Source: an optimization exercise on an open RTL-to-GDS flow (aim: small area and a short achievable clock period). Production flows keep margins and buffers that such runs may drop. RTL that was checked went through simulation tests only; none was proved equivalent to the original. Power is estimated from default activity; no workload was simulated.

## job 102
==> flow/design.v <==
module alu_top (
    input             clk,
    input      [15:0] a,
    input      [15:0] b,
    input      [2:0]  opcode,
    input      [1:0]  mode,
    output reg [31:0] result,
    output reg        eq
);
    reg [15:0] a_q;
    reg [15:0] b_q;
    reg [2:0]  opcode_q;
    reg [1:0]  mode_q;
    wire [31:0] alu_out;
    wire        alu_eq;
    ALU u_alu (.a(a_q), .b(b_q), .opcode(opcode_q), .mode(mode_q),
               .outALU(alu_out), .eq(alu_eq));
    always @(posedge clk) begin
        a_q      <= a;
        b_q      <= b;
        opcode_q <= opcode;
        mode_q   <= mode;
        result   <= alu_out;
        eq       <= alu_eq;
    end
endmodule

module logic_unit(a, b, x, eq);
input  [15:0] a;
input  [15:0] b;
output [15:0] x;
output eq;
assign x = a ^ b;
assign eq = ~|x;
endmodule
module arith(a, b, sub, inc, dec, mul, s, co, p, q, dz);
input  [15:0] a;
input  [15:0] b;
input  sub, inc, dec, mul;
output [15:0] s;
output co;
output [31:0] p;       
output [15:0] q;
output dz;
wire gt = a > b;
wire [15:0] y = a ^ {16{sub & ~gt}};
wire [15:0] x = (b & {16{~(inc | dec)}}) ^ {16{(sub & gt) | dec}};
add16 ad (.a(y), .b(x), .ci(sub | inc), .s(s), .co(co));
mul16 mu (.a(a), .b(b), .en(mul), .p(p));
div16 dv (.a(a), .b(b), .gt(gt), .q(q), .dz(dz));
endmodule
module add16(a, b, ci, s, co);
input  [15:0] a;
input  [15:0] b;
input  ci;
output [15:0] s;
output co;
wire [16:0] c;
assign c[0] = ci;
genvar k;
generate for (k = 0; k < 16; k = k + 1) begin : rb
    fa u (.x(a[k]), .y(b[k]), .z(c[k]), .c(c[k+1]), .s(s[k]));
end endgenerate
assign co = c[16];
endmodule
module div16 #(parameter [15:0] PLAN = 16'h5555) (a, b, gt, q, dz);
input  [15:0] a;
input  [15:0] b;
input  gt;
output [15:0] q;
output dz;
wire [15:0] n = gt ? a : b;
wire [15:0] d = gt ? b : a;
wire [15:0] dn = ~d;
wire [16:0] za, zb;
assign za[16] = 1'b1;
assign zb[16] = 1'b1;
genvar k, j;
generate for (k = 15; k >= 0; k = k - 1) begin : zp
    assign za[k] = za[k+1] & ~a[k];
    assign zb[k] = zb[k+1] & ~b[k];
end endgenerate
wire [16:0] hz = za | zb;
assign dz = hz[0];
wire [17:0] d3;
wire [16:0] c3;
assign d3[0] = d[0];
assign c3[1] = 1'b0;
generate for (k = 1; k < 16; k = k + 1) begin : m3
    fa u (.x(d[k]), .y(d[k-1]), .z(c3[k]), .c(c3[k+1]), .s(d3[k]));
end endgenerate
ha m3h (.x(d[15]), .y(c3[16]), .c(d3[17]), .s(d3[16]));
wire [17:0] d3n = ~d3;
wire [8:0] l3;
assign l3[0] = 1'b1;
generate for (k = 1; k <= 8; k = k + 1) begin : l3c
    assign l3[k] = ~d[2*k-1] & (~d[2*k-2] | l3[k-1]);
end endgenerate
localparam [15:0] R4 = PLAN;
wire [15:0] r [0:15];
generate for (j = 0; j < 16; j = j + 1) begin : row
    if (R4[j]) begin : s4
        localparam W = j + 2;
        wire h3;
        if (W % 2 == 0) begin : e
            assign h3 = hz[W] & l3[W/2];
        end else begin : o
            assign h3 = (a <= ((1 << W) - 1) / 3) | (b <= ((1 << W) - 1) / 3);
        end
        wire [W-1:0] t;
        if (j == 0) begin : f
            assign t = n[15:14];
        end else begin : m
            assign t = {r[j-1][W-3:0], n[15-j:14-j]};
        end
        wire [1:0] qq;
        wire [W-1:0] rr;
        dstep #(.W(W), .LAST(j == 14)) u (.t(t), .dn(dn[W-1:0]), .d3n(d3n[W-1:0]),
            .h1(hz[W]), .h2(hz[W-1]), .h3(h3), .q(qq), .r(rr));
        assign q[15-j:14-j] = qq;
        assign r[j] = rr;
    end else if (j > 0 && R4[j-1]) begin : s4b
        assign r[j] = r[j-1];
    end else begin : s2
        localparam W = j + 1;
        wire [W-1:0] t;
        if (j == 0) begin : f
            assign t = n[15];
        end else begin : m
            assign t = {r[j-1][W-2:0], n[15-j]};
        end
        wire qq;
        wire [W-1:0] rr;
        rstep #(.W(W), .LAST(j == 15)) u (.t(t), .dn(dn[W-1:0]), .h(hz[W]), .q(qq), .r(rr));
        assign q[15-j] = qq;
        assign r[j] = rr;
    end
end endgenerate
endmodule
module dstep #(parameter W = 2, parameter LAST = 0) (t, dn, d3n, h1, h2, h3, q, r);
input  [W-1:0] t;
input  [W-1:0] dn;      
input  [W-1:0] d3n;     
input  h1, h2, h3;
output [1:0] q;
output [W-1:0] r;
function [W:0] subbk;
    input [W-1:0] t;
    input [W-1:0] dn;
    input integer n;
    reg [W-1:0] g, p, gg, pp;
    integer i, l;
    begin
        g = t & dn;
        p = t ^ dn;
        g[0] = g[0] | p[0];
        gg = g;
        pp = p;
        for (l = 1; l < W; l = l * 2)
            for (i = 2*l - 1; i < n; i = i + 2*l) begin
                gg[i] = gg[i] | (pp[i] & gg[i-l]);
                pp[i] = pp[i] & pp[i-l];
            end
        for (l = H; l >= 1; l = l / 2)
            for (i = 3*l - 1; i < n; i = i + 2*l) begin
                gg[i] = gg[i] | (pp[i] & gg[i-l]);
                pp[i] = pp[i] & pp[i-l];
            end
        subbk[W] = gg[n-1];
        subbk[0] = ~p[0];
        for (i = 1; i < W; i = i + 1)
            subbk[i] = p[i] ^ gg[i-1];
    end
endfunction
localparam H = (W > 8) ? 8 : (W > 4) ? 4 : (W > 2) ? 2 : 1;
wire [W:0] s1 = subbk(t, dn, W);
wire [W:0] s2x = subbk({1'b0, t[W-1:1]}, {1'b1, dn[W-2:0]}, W - 1);
wire [W:0] s2 = {s2x[W], s2x[W-2:0], t[0]};
wire [W:0] s3 = subbk(t, d3n, W);
wire ge1 = h1 & s1[W];
wire ge2 = h2 & s2[W];
wire ge3 = h3 & s3[W];
assign q = {ge2, ge3 | (ge1 & ~ge2)};
generate if (LAST) begin : l
    assign r = {W{1'b0}};
end else begin : n
    assign r = ge3 ? s3[W-1:0] : ge2 ? s2[W-1:0] : ge1 ? s1[W-1:0] : t;
end endgenerate
endmodule
module mul16(a, b, en, p);
input  [15:0] a;
input  [15:0] b;
input  en;
output [31:0] p;
wire [15:0] an = ~a;
wire [15:0] bn = ~(b & {16{en}});
wire [16:0] s [0:15];
wire [15:0] c [0:15];
genvar i, k;
generate
for (k = 0; k < 16; k = k + 1) begin : r0
    nor2 g (.a(an[k]), .b(bn[0]), .y(s[0][k]));
end
assign s[0][16] = 1'b0;
for (i = 1; i < 16; i = i + 1) begin : row
    for (k = 0; k < 16; k = k + 1) begin : col
        wire x;
        nor2 g (.a(an[k]), .b(bn[i]), .y(x));
        if (i == 1 && k == 15) begin : n
            assign s[i][k] = x;
            assign c[i][k] = 1'b0;
        end else if (i == 1) begin : h1
            ha u (.x(x), .y(s[0][k+1]), .c(c[i][k]), .s(s[i][k]));
        end else if (k == 15) begin : h2
            ha u (.x(x), .y(c[i-1][k]), .c(c[i][k]), .s(s[i][k]));
        end else begin : f
            fa u (.x(x), .y(s[i-1][k+1]), .z(c[i-1][k]), .c(c[i][k]), .s(s[i][k]));
        end
    end
    assign s[i][16] = 1'b0;
end
for (i = 0; i < 16; i = i + 1) begin : lo
    assign p[i] = s[i][0];
end
wire [16:0] rc;
for (k = 0; k < 16; k = k + 1) begin : fin
    if (k == 0) begin : h
        ha u (.x(s[15][1]), .y(c[15][0]), .c(rc[1]), .s(p[16]));
    end else if (k == 15) begin : t
        assign p[31] = c[15][15] ^ rc[15];
    end else begin : f
        fa u (.x(s[15][k+1]), .y(c[15][k]), .z(rc[k]), .c(rc[k+1]), .s(p[16+k]));
    end
end
endgenerate
endmodule
module fa(x, y, z, c, s);
input x, y, z;
output c, s;
assign s = x ^ y ^ z;
assign c = (x & y) | (x & z) | (y & z);
endmodule
module ha(x, y, c, s);
input x, y;
output c, s;
assign s = x ^ y;
assign c = x & y;
endmodule
module nor2(a, b, y);
input a, b;
output y;
assign y = ~(a | b);
endmodule
module rstep #(parameter W = 2, parameter LAST = 0) (t, dn, h, q, r);
input  [W-1:0] t;
input  [W-1:0] dn;      
input  h;
output q;
output [W-1:0] r;
function [W:0] subbk;
    input [W-1:0] t;
    input [W-1:0] dn;
    input integer n;
    reg [W-1:0] g, p, gg, pp;
    integer i, l;
    begin
        g = t & dn;
        p = t ^ dn;
        g[0] = g[0] | p[0];
        gg = g;
        pp = p;
        for (l = 1; l < W; l = l * 2)
            for (i = 2*l - 1; i < n; i = i + 2*l) begin
                gg[i] = gg[i] | (pp[i] & gg[i-l]);
                pp[i] = pp[i] & pp[i-l];
            end
        for (l = H; l >= 1; l = l / 2)
            for (i = 3*l - 1; i < n; i = i + 2*l) begin
                gg[i] = gg[i] | (pp[i] & gg[i-l]);
                pp[i] = pp[i] & pp[i-l];
            end
        subbk[W] = gg[n-1];
        subbk[0] = ~p[0];
        for (i = 1; i < W; i = i + 1)
            subbk[i] = p[i] ^ gg[i-1];
    end
endfunction
localparam H = (W > 8) ? 8 : (W > 4) ? 4 : (W > 2) ? 2 : 1;
wire [W:0] s1 = subbk(t, dn, W);
assign q = h & s1[W];
generate if (LAST) begin : l
    assign r = {W{1'b0}};
end else begin : n
    assign r = q ? s1[W-1:0] : t;
end endgenerate
endmodule
module crypto(a, g2b);
input  [15:0] a;
output [15:0] g2b;
assign g2b[15] = a[15];
genvar i;
generate for (i = 14; i >= 0; i = i - 1) begin : pfx
    assign g2b[i] = g2b[i+1] ^ a[i];
end endgenerate
endmodule
module ALU(a, b, opcode, mode, outALU, eq);
input  [15:0] a;
input  [15:0] b;
input  [2:0]  opcode;
input  [1:0]  mode;
output [31:0] outALU;
output eq;
wire [15:0] x;       
wire [15:0] g2b;     
logic_unit l1 (.a(a), .b(b), .x(x), .eq(eq));
crypto     d1 (.a(a), .g2b(g2b));
wire m0 = (mode == 2'b00);
wire m1 = (mode == 2'b01);
wire m2 = (mode == 2'b10);
wire op_and = m0 & (opcode == 3'b000);
wire op_or  = m0 & (opcode == 3'b001);
wire op_xor = m0 & (opcode == 3'b010);
wire op_not = m0 & (opcode == 3'b011);
wire op_add = m1 & (opcode == 3'b000);
wire op_mul = m1 & (opcode == 3'b001);
wire op_sub = m1 & (opcode == 3'b010);
wire op_div = m1 & (opcode == 3'b011);
wire op_inc = m1 & (opcode == 3'b100);
wire op_dec = m1 & (opcode == 3'b101);
wire op_gen = m2 & (opcode == 3'b000);
wire op_gde = m2 & (opcode == 3'b001);
wire [15:0] s;       
wire co;
wire [31:0] p;       
wire [15:0] q;       
wire dz;             
arith a1 (.a(a), .b(b), .sub(op_sub), .inc(op_inc), .dec(op_dec), .mul(op_mul),
          .s(s), .co(co), .p(p), .q(q), .dz(dz));
wire sel_s = op_add | op_sub | op_inc | op_dec;
wire t_ab = op_and | op_or;
wire t_x  = op_or | op_xor;
wire [15:0] gen = a ^ {1'b0, a[15:1]};
genvar i;
generate for (i = 0; i < 16; i = i + 1) begin : lo
    wire lg = (t_ab & a[i] & b[i]) | (t_x & x[i]) | (op_not & ~a[i]);
    assign outALU[i] = lg | (sel_s & s[i]) | p[i] | (op_div & q[i])
                     | (op_gen & gen[i]) | (op_gde & g2b[i]);
end endgenerate
wire hi1 = (op_div & dz) | (op_dec & ~co);
assign outALU[16] = p[16] | hi1 | (op_inc & co);
assign outALU[31:17] = p[31:17] | {15{hi1}};
endmodule
==> flow/config.mk <==
export PLATFORM = sky130hd
export DESIGN_NAME = alu_top
export DESIGN_NICKNAME = alu_top
export VERILOG_FILES = /design/flow/design.v
export SDC_FILE = /design/flow/constraint.sdc
export NUM_CORES = 4
export LEC_CHECK = 0
export ABC_AREA = 0
export ABC_CLOCK_PERIOD_IN_PS = 20000
export CAP_MARGIN = 20
export CORE_MARGIN = 2
export CORE_UTILIZATION = 70
export PLACE_DENSITY = 0.8
export SLEW_MARGIN = 20
export SYNTH_HIERARCHICAL = 1
export SYNTH_MINIMUM_KEEP_SIZE = 0
==> flow/constraint.sdc <==
create_clock -name core_clock -period 90.0 [get_ports {clk}]
set_input_delay 18.0000 -clock core_clock [delete_from_list [all_inputs] [get_ports {clk}]]
set_output_delay 18.0000 -clock core_clock [all_outputs]
set_load 0.01 [all_outputs]
standard.sh (not shown) runs the stock make flow with config.mk's settings and CLKGATE_MAP_FILE= SYNTH_SCRIPT=/design/flow/synth_recipe.tcl, a recipe that flattens the netlist after the stock synthesis.
==> flow/flow/run.sh <==
#!/bin/bash
# Standard layout with two changes in how it is made (clock and constraints unchanged):
#  - ports are buffered with the smallest buffer, which the resizer upsizes where needed;
#  - the resizer's setup repair aims at a period close to what the I/O paths allow.
set -euo pipefail
export SETUP_SLACK_MARGIN=71.1
export BUFFER_PORTS_ARGS="-buffer_cell sky130_fd_sc_hd__buf_1"
bash standard.sh > standard_flow.log 2>&1
For job 101, these inputs were changed with respect to job 102:
-- flow/design.v --
<<< job 102, line 72
wire [15:0] n = gt ? a : b;
wire [15:0] d = gt ? b : a;
wire [15:0] dn = ~d;
wire [16:0] za, zb;
assign za[16] = 1'b1;
>>> job 101, line 72
wire [15:0] n = gt ? a : b;
wire [15:0] d = gt ? b : a;
wire [16:0] za, zb;
assign za[16] = 1'b1;
<<< job 102, line 91
end endgenerate
ha m3h (.x(d[15]), .y(c3[16]), .c(d3[17]), .s(d3[16]));
wire [17:0] d3n = ~d3;
wire [8:0] l3;
assign l3[0] = 1'b1;
>>> job 101, line 90
end endgenerate
ha m3h (.x(d[15]), .y(c3[16]), .c(d3[17]), .s(d3[16]));
wire [8:0] l3;
assign l3[0] = 1'b1;
<<< job 102, line 116
        wire [1:0] qq;
        wire [W-1:0] rr;
        dstep #(.W(W), .LAST(j == 14)) u (.t(t), .dn(dn[W-1:0]), .d3n(d3n[W-1:0]),
            .h1(hz[W]), .h2(hz[W-1]), .h3(h3), .q(qq), .r(rr));
        assign q[15-j:14-j] = qq;
>>> job 101, line 114
        wire [1:0] qq;
        wire [W-1:0] rr;
        dstep #(.W(W), .LAST(j == 14)) u (.t(t), .d(d[W-1:0]), .d3(d3[W-1:0]),
            .h1(hz[W]), .h2(hz[W-1]), .h3(h3), .q(qq), .r(rr));
        assign q[15-j:14-j] = qq;
<<< job 102, line 132
        wire qq;
        wire [W-1:0] rr;
        rstep #(.W(W), .LAST(j == 15)) u (.t(t), .dn(dn[W-1:0]), .h(hz[W]), .q(qq), .r(rr));
        assign q[15-j] = qq;
        assign r[j] = rr;
>>> job 101, line 130
        wire qq;
        wire [W-1:0] rr;
        rstep #(.W(W), .LAST(j == 15)) u (.t(t), .d(d[W-1:0]), .h(hz[W]), .q(qq), .r(rr));
        assign q[15-j] = qq;
        assign r[j] = rr;
<<< job 102, line 138
end endgenerate
endmodule
module dstep #(parameter W = 2, parameter LAST = 0) (t, dn, d3n, h1, h2, h3, q, r);
input  [W-1:0] t;
input  [W-1:0] dn;      
input  [W-1:0] d3n;     
input  h1, h2, h3;
output [1:0] q;
>>> job 101, line 136
end endgenerate
endmodule
module dstep #(parameter W = 2, parameter LAST = 0) (t, d, d3, h1, h2, h3, q, r);
input  [W-1:0] t;
input  [W-1:0] d;
input  [W-1:0] d3;
input  h1, h2, h3;
output [1:0] q;
<<< job 102, line 147
function [W:0] subbk;
    input [W-1:0] t;
    input [W-1:0] dn;
    input integer n;
    reg [W-1:0] g, p, gg, pp;
    integer i, l;
    begin
        g = t & dn;
        p = t ^ dn;
        g[0] = g[0] | p[0];
        gg = g;
>>> job 101, line 145
function [W:0] subbk;
    input [W-1:0] t;
    input [W-1:0] d;
    input integer n;
    reg [W-1:0] g, p, gg, pp;
    integer i, l;
    begin
        g = t & ~d;
        p = ~(t ^ d);
        g[0] = g[0] | p[0];
        gg = g;
<<< job 102, line 174
endfunction
localparam H = (W > 8) ? 8 : (W > 4) ? 4 : (W > 2) ? 2 : 1;
wire [W:0] s1 = subbk(t, dn, W);
wire [W:0] s2x = subbk({1'b0, t[W-1:1]}, {1'b1, dn[W-2:0]}, W - 1);
wire [W:0] s2 = {s2x[W], s2x[W-2:0], t[0]};
wire [W:0] s3 = subbk(t, d3n, W);
wire ge1 = h1 & s1[W];
wire ge2 = h2 & s2[W];
>>> job 101, line 172
endfunction
localparam H = (W > 8) ? 8 : (W > 4) ? 4 : (W > 2) ? 2 : 1;
wire [W:0] s1 = subbk(t, d, W);
wire [W:0] s2x = subbk({1'b0, t[W-1:1]}, {1'b0, d[W-2:0]}, W - 1);
wire [W:0] s2 = {s2x[W], s2x[W-2:0], t[0]};
wire [W:0] s3 = subbk(t, d3, W);
wire ge1 = h1 & s1[W];
wire ge2 = h2 & s2[W];
<<< job 102, line 252
assign y = ~(a | b);
endmodule
module rstep #(parameter W = 2, parameter LAST = 0) (t, dn, h, q, r);
input  [W-1:0] t;
input  [W-1:0] dn;      
input  h;
output q;
>>> job 101, line 250
assign y = ~(a | b);
endmodule
module rstep #(parameter W = 2, parameter LAST = 0) (t, d, h, q, r);
input  [W-1:0] t;
input  [W-1:0] d;
input  h;
output q;
<<< job 102, line 260
function [W:0] subbk;
    input [W-1:0] t;
    input [W-1:0] dn;
    input integer n;
    reg [W-1:0] g, p, gg, pp;
    integer i, l;
    begin
        g = t & dn;
        p = t ^ dn;
        g[0] = g[0] | p[0];
        gg = g;
>>> job 101, line 258
function [W:0] subbk;
    input [W-1:0] t;
    input [W-1:0] d;
    input integer n;
    reg [W-1:0] g, p, gg, pp;
    integer i, l;
    begin
        g = t & ~d;
        p = ~(t ^ d);
        g[0] = g[0] | p[0];
        gg = g;
<<< job 102, line 287
endfunction
localparam H = (W > 8) ? 8 : (W > 4) ? 4 : (W > 2) ? 2 : 1;
wire [W:0] s1 = subbk(t, dn, W);
assign q = h & s1[W];
generate if (LAST) begin : l
>>> job 101, line 285
endfunction
localparam H = (W > 8) ? 8 : (W > 4) ? 4 : (W > 2) ? 2 : 1;
wire [W:0] s1 = subbk(t, d, W);
assign q = h & s1[W];
generate if (LAST) begin : l
Diff job 102 -> job 101: total stage count of the critical path now sits at about the same level; maximum vdd drop now sits higher.
As far as proportion of cell area spent on the clock network is concerned, job 102 and job 101 perform about the same.
Against job 102 as the reference, job 101 delivers a lower clock power share.
Going from job 102 to job 101, post-layout minimum cycle time lost 0.013 ns, met3 routing resource usage after global routing increased 0.91 points.
Job 101: sequential share of power 0.3 points above job 102
Reported for job 102 and job 101, post-route DRC violation count turned out identical to the last digit.
Summary: with job 102 as the reference, aggregate routed wire length in job 101 moved up by a few percent.
Job 101 vs. job 102: cell area after placement went up by about 1%.
As far as number of placement rows goes, job 101 and job 102 are indistinguishable; the numbers are identical.
Relative to job 102, the worst-case setup margin in the final layout of job 101 is higher by 0.013 ns.
Going from job 102 to job 101, number of resized instances in the post-cts repair step grew by more than a quarter.
Total net switching power, job 102 and job 101: higher on job 101
The RTL of job 101 was laid out without a check of its function.

## separate check: timing with driven ports
Ports are ideal in the flow. The routed layouts listed here were re-timed in OpenROAD. Step 1 (the two cells are an assumption about what drives the block):
set clk [get_ports {clk}]
set_driving_cell -lib_cell sky130_fd_sc_hd__clkbuf_16 $clk
set_driving_cell -lib_cell sky130_fd_sc_hd__buf_2 [delete_from_list [all_inputs] $clk]
Step 2, shift: input delay + t, output delay - t, t = (earliest + latest rising clock arrival at the registers) / 2. This alone moves slack from input paths to output paths. Slacks: no drivers / after step 1 / after step 2; pairs: no drivers / after step 1.
run | t, ns | setup slack, ns | worst setup path after step 2 | cell pins on the clock port's net
job 102 | 0.386 | 71.118 / 71.080 / 71.466 | register to output | 1
job 101 | 0.372 | 71.131 / 71.094 / 71.466 | register to output | 1
After both steps setup and hold are still met in every run listed.
